Context: an optimization exercise on an open-source flow, tuned for small area. The choices shown serve that exercise and are no tape-out recipe. Function was checked by simulation only, so behaviour that the tests miss may differ from the original. Power figures rest on the tool's default switching activity, not on a simulated workload.

==> flow/design.v <==
module top(reset, en, clock, ps2clk, ps2data, h_sync, v_sync, r, g, b);
  input reset, en, clock, ps2clk, ps2data;
  output h_sync, v_sync;
  output [2:0] r;
  output [2:0] g;
  output [2:0] b;
  genvar k;
  reg [1:0] dc;
  always @(posedge clock or posedge reset)
    if (reset) dc <= 2'd0;
    else dc <= {dc[1] ^ (dc[0] & en), dc[0] ^ en};
  wire tick = en & ~dc[1] & dc[0];
  reg [3:0] ks;
  reg [3:0] ks_n;
  always @(*)
    case (ks)
      4'd0, 4'd1, 4'd2, 4'd3: ks_n = ps2clk ? ks + 4'd1 : 4'd0;
      4'd4:                   ks_n = ps2clk ? 4'd4 : 4'd5;
      4'd5, 4'd6, 4'd7:       ks_n = ps2clk ? 4'd1 : ks + 4'd1;
      default:                ks_n = ps2clk ? 4'd1 : 4'd0;
    endcase
  always @(posedge clock or posedge reset)
    if (reset) ks <= 4'd0;
    else if (tick) ks <= ks_n;
  wire fe = tick & ks[3];
  reg [3:0] cnt;
  reg       f0;
  reg [2:0] cc;
  reg       par;
  wire start = ~cnt[3] & cnt[1];
  wire last  = ~cnt[3] & ~cnt[1] & cnt[0];
  wire [2:0] d = cnt[2:0];
  reg e1;
  always @(*)
    case (d)
      3'd0: e1 = 1'b1;
      3'd1: e1 = cc[0];
      3'd2: e1 = ~(cc[0] | cc[2]);
      3'd3: e1 = cc[2];
      3'd4: e1 = ~cc[2];
      3'd5: e1 = 1'b1;
      3'd6: e1 = ~(cc[2] & cc[1]);
      default: e1 = 1'b0;
    endcase
  wire e = f0 ? e1 : d[2];
  wire mis = (ps2data ^ e) & ~(cc[1] & cc[0]);
  reg [2:0] t;
  always @(*)
    if (!f0) t = 3'b011;
    else case ({cc, d})
      {3'b000, 3'd0}: t = 3'b001;
      {3'b000, 3'd1}: t = 3'b100;
      {3'b000, 3'd3}: t = 3'b110;
      {3'b001, 3'd1}: t = 3'b010;
      {3'b100, 3'd6}: t = 3'b101;
      default:        t = 3'b011;
    endcase
  wire [2:0] cn = start  ? {3{ps2data}} :
                  cnt[3] ? (mis ? t : cc) :
                  cc | {3{~(par ^ ps2data)}};
  always @(posedge clock)
    if (fe) begin
      cc  <= cn;
      par <= (start ? 1'b0 : par) ^ ps2data;
    end
  wire good = ~(cc[2] & cc[1] & cc[0]) & ps2data;
  wire rel  = fe & last & good & f0;
  always @(posedge clock or posedge reset)
    if (reset) begin
      cnt <= 4'b0111;
      f0  <= 1'b0;
    end else if (fe) begin
      cnt <= last ? 4'b0111 : cnt + 4'd1;
      if (last & good) f0 <= ~f0 & (cc == 3'b000);
    end
  wire hu = (cc == 3'b000), hd = (cc == 3'b001);
  wire wu = (cc == 3'b100), wd = (cc == 3'b010);
  wire ft = (cc == 3'b101), it = (cc == 3'b110);
  localparam [25:0] LR = 26'h30a1746;
  localparam [25:0] LD = 26'h3850ba3;
  reg [25:0] lf;
  reg        blink;
  wire       lwrap = (lf == LD);
  always @(posedge clock or posedge reset)
    if (reset) begin
      lf    <= LR;
      blink <= 1'b0;
    end else begin
      lf    <= {lf[24:0], ~(lf[25] ^ lf[5] ^ lf[1] ^ lf[0]) ^ lwrap};
      blink <= blink ^ lwrap;
    end
  reg f, i;
  always @(posedge clock or posedge reset)
    if (reset) begin
      f <= 1'b0;
      i <= 1'b0;
    end else begin
      f <= f ^ (rel & ft);
      i <= i ^ (rel & it);
    end
  reg       sx, sy;
  reg [6:0] xq;
  reg [5:0] yq;
  reg [2:0] xr, yr;
  wire xr0 = ~xr[2] & ~xr[0];
  wire xr3 =  xr[2] &  xr[0];
  wire xr4 =  xr[2] & ~xr[0];
  wire yr0 = ~yr[2] & ~yr[0];
  wire yr3 =  yr[2] &  yr[0];
  wire yr4 =  yr[2] & ~yr[0];
  wire xturn = sx & (xq == 7'd0) & xr3;      
  wire xend  = ~sx & xq[6] & xr4;            
  wire yturn = sy & (yq == 6'd0) & yr3;      
  wire yend  = ~sy & yq[5] & yq[3] & yr4;    
  wire xwrap = tick & xend;
  wire ywrap = xwrap & yend;
  wire xstep = tick & ~xend & ~xturn;
  wire ystep = xwrap & ~yend & ~yturn;
  wire [7:0] xc; assign xc[0] = xstep & (sx ? xr0 : xr4);
  wire [6:0] yc; assign yc[0] = ystep & (sy ? yr0 : yr4);
  generate
    for (k = 0; k < 7; k = k + 1) begin : gx
      assign xc[k+1] = xc[k] & (xq[k] ^ sx);
    end
    for (k = 0; k < 6; k = k + 1) begin : gy
      assign yc[k+1] = yc[k] & (yq[k] ^ sy);
    end
  endgenerate
  always @(posedge clock or posedge reset)
    if (reset) begin
      sx <= 1'b1; xq <= 7'd96; xr <= 3'b000;    
      sy <= 1'b1; yq <= 6'd49; yr <= 3'b110;    
    end else begin
      if (xwrap) begin
        sx <= 1'b1; xq <= 7'd96; xr <= 3'b000;
      end else begin
        if (tick & xturn) sx <= 1'b0;
        xq <= xq ^ xc[6:0];
        if (xstep) xr <= sx ? {~xr[0], xr[2] | ~xr[0], xr[1]}
                            : {xr[1] & xr[0], xr[0], ~xr[2]};
      end
      if (ywrap) begin
        sy <= 1'b1; yq <= 6'd49; yr <= 3'b110;
      end else begin
        if (xwrap & yturn) sy <= 1'b0;
        yq <= yq ^ yc[5:0];
        if (ystep) yr <= sy ? {~yr[0], yr[2] | ~yr[0], yr[1]}
                            : {yr[1] & yr[0], yr[0], ~yr[2]};
      end
    end
  reg [5:0] mn, nn;          
  wire [5:0] m = ~mn;
  wire [5:0] n = ~nn;
  wire m_max = m[5] & m[4] & m[3] & m[2];          
  wire m_min = (m[5:2] == 4'd0) & ~(m[1] & m[0]);  
  wire n_max = n[5] & n[2] & n[1];                 
  wire n_min = (n[5:2] == 4'd0) & ~(n[1] & n[0]);
  wire mch = rel & ((wu & ~m_max) | (wd & ~m_min));
  wire nch = rel & ((hu & ~n_max) | (hd & ~n_min));
  wire [6:0] mc; assign mc[0] = mch;
  wire [6:0] nc; assign nc[0] = nch;
  generate
    for (k = 0; k < 6; k = k + 1) begin : gm
      assign mc[k+1] = mc[k] & (m[k] ^ ~wu);
      assign nc[k+1] = nc[k] & (n[k] ^ ~hu);
    end
  endgenerate
  always @(posedge clock or posedge reset)
    if (reset) begin
      mn <= ~6'd4;
      nn <= ~6'd4;
    end else begin
      mn <= mn ^ mc[5:0];
      nn <= nn ^ nc[5:0];
    end
  wire [6:0] mx = {1'b0, m};
  wire [7:0] ox; assign ox[0] = 1'b1;
  wire [7:0] ix; assign ix[0] = xr0;
  wire [6:0] oy; assign oy[0] = 1'b1;
  wire [6:0] iy; assign iy[0] = yr0;
  generate
    for (k = 0; k < 7; k = k + 1) begin : gcx
      assign ox[k+1] = (mx[k] & ~xq[k]) | ((mx[k] | ~xq[k]) & ox[k]);
      assign ix[k+1] = (mx[k] & ~xq[k]) | ((mx[k] | ~xq[k]) & ix[k]);
    end
    for (k = 0; k < 6; k = k + 1) begin : gcy
      assign oy[k+1] = (n[k] & ~yq[k]) | ((n[k] | ~yq[k]) & oy[k]);
      assign iy[k+1] = (n[k] & ~yq[k]) | ((n[k] | ~yq[k]) & iy[k]);
    end
  endgenerate
  wire outline = ox[7] & oy[6] & ~(ix[7] & iy[6]);
  wire blank = (sx & ((xq > 7'd64) | ((xq == 7'd64) & ~xr0))) |
               (sy & ((yq > 6'd40) | ((yq == 6'd40) & ~yr0)));
  wire inv = (f & blink) | i;
  wire p1 = ~blank & (outline ? ~inv : i);
  wire p0 = ~blank & (outline ?  inv : i);
  assign r = {p1, p0, p0};
  assign g = {p1, p1, p0};
  assign b = {p1, p0, p0};
  assign h_sync = ~(sx & (((xq == 7'd73) & xr4) | ((xq >= 7'd74) & (xq <= 7'd92))));
  assign v_sync = sy & (yq == 6'd47) & yr[0] & ~yr[2];
endmodule
export LEC_CHECK = 0
export CAP_MARGIN = 20
export CORE_MARGIN = 2
export CORE_UTILIZATION = 40
export SLEW_MARGIN = 20
create_clock -name core_clock -period 10.0 [get_ports {clock}]
standard.sh (not shown) runs the stock make flow with config.mk's settings and CLKGATE_MAP_FILE= SYNTH_SCRIPT=/design/flow/synth_recipe.tcl, a recipe that flattens the netlist after the stock synthesis.
==> flow/flow/run.sh <==
#!/bin/bash
# Layout flow: the standard flow (standard.sh) with three changes.
#  - Synthesis is synth_recipe.tcl unchanged except that ABC maps the
#    combinational logic with an area-oriented script (area.abc) instead of
#    the speed script; registers are mapped exactly as in the standard flow.
#  - The ports get single-strength buffers (buf_1).
#  - The clock tree is built from clkbuf_8 cells, without dummy loads.
set -euo pipefail
here=$(pwd)
export AREA_ABC_SCRIPT="$here/flow/area.abc"
export FLOW_SYNTH_TCL="$here/synth_recipe.tcl"
export BUFFER_PORTS_ARGS="-buffer_cell sky130_fd_sc_hd__buf_1"
export CTS_ARGS="-repair_clock_nets -buf_list sky130_fd_sc_hd__clkbuf_8 -dont_use_dummy_load"
sed "s#SYNTH_SCRIPT=[^ ]*#SYNTH_SCRIPT=$here/flow/area_synth.tcl#" standard.sh > area_standard.sh
grep -q "SYNTH_SCRIPT=$here/flow/area_synth.tcl" area_standard.sh
bash area_standard.sh > standard.log 2>&1
==> flow/flow/area.abc <==
strash
&get -n
&deepsyn -J 200 -T 300
&put
dch -f
amap
==> flow/flow/area_synth.tcl <==
# synth_recipe.tcl with one change: the abc call uses the script in
# $AREA_ABC_SCRIPT (area-oriented) in place of ORFS's speed script.
proc abc {args} {
  set i [lsearch -exact $args -script]
  if { $i >= 0 } { lset args [expr {$i + 1}] $::env(AREA_ABC_SCRIPT) }
  yosys abc {*}$args
}
source $::env(FLOW_SYNTH_TCL)
Then changed:
--- a/flow/flow/run.sh
+++ b/flow/flow/run.sh
@@ -12,3 +12,3 @@
 export BUFFER_PORTS_ARGS="-buffer_cell sky130_fd_sc_hd__buf_1"
-export CTS_ARGS="-repair_clock_nets -buf_list sky130_fd_sc_hd__clkbuf_8 -dont_use_dummy_load"
+export CTS_ARGS="-sink_clustering_enable -repair_clock_nets -buf_list sky130_fd_sc_hd__clkbuf_8 -dont_use_dummy_load"
 sed "s#SYNTH_SCRIPT=[^ ]*#SYNTH_SCRIPT=$here/flow/area_synth.tcl#" standard.sh > area_standard.sh
Outcome: Total power stays the same; design area stays the same; wire length is unchanged; core utilization stays the same; via count stays the same; die area stays the same; flip-flop and latch count is unchanged; final cell count does not change.
Then changed:
--- a/flow/flow/run.sh
+++ b/flow/flow/run.sh
@@ -12,3 +12,3 @@
 export BUFFER_PORTS_ARGS="-buffer_cell sky130_fd_sc_hd__buf_1"
-export CTS_ARGS="-sink_clustering_enable -repair_clock_nets -buf_list sky130_fd_sc_hd__clkbuf_8 -dont_use_dummy_load"
+export CTS_ARGS="-sink_clustering_enable -repair_clock_nets -buf_list sky130_fd_sc_hd__clkbuf_8 -dont_use_dummy_load -num_static_layers 1 -sink_clustering_levels 2"
 sed "s#SYNTH_SCRIPT=[^ ]*#SYNTH_SCRIPT=$here/flow/area_synth.tcl#" standard.sh > area_standard.sh
The changed run completed with no timing, DRC or antenna violations; design area is unchanged; first-iteration DRC count came out higher by about 12%; sequential cell count stays the same; synthesized cell count does not change; register-to-register slack is about the same.

[separate check: timing with driven ports]
How much do the figures lean on ideal ports? The routed layouts below were timed once more, with nothing changed but the port constraints.
Step 1, drivers: a clkbuf_16 drives clock and a buf_2 each remaining input, both assumed.
Step 2 moves the port delays by t, midway between the first and last clock arrival at a register: inputs arrive t later, outputs are due t later. That takes back most of the time a late clock gives input paths.
Three values: ideal, step 1, step 2; two values: the first two.
run | t (ns) | setup WS [ns] | clock arrival spread, ns | worst data-port slew with drivers (ns)
the first run | 0.362 | 4.817 / 4.826 / 4.464 | 0.024 / 0.024 | 0.03
the second run | 0.362 | 4.817 / 4.826 / 4.464 | 0.024 / 0.024 | 0.03
the third run | 0.364 | 4.803 / 4.812 / 4.447 | 0.023 / 0.023 | 0.03
After both steps setup and hold are still met in every run listed. The setup slack of the third run, which loses most, moves by +0.009 ns with the drivers and by -0.356 ns with both steps.
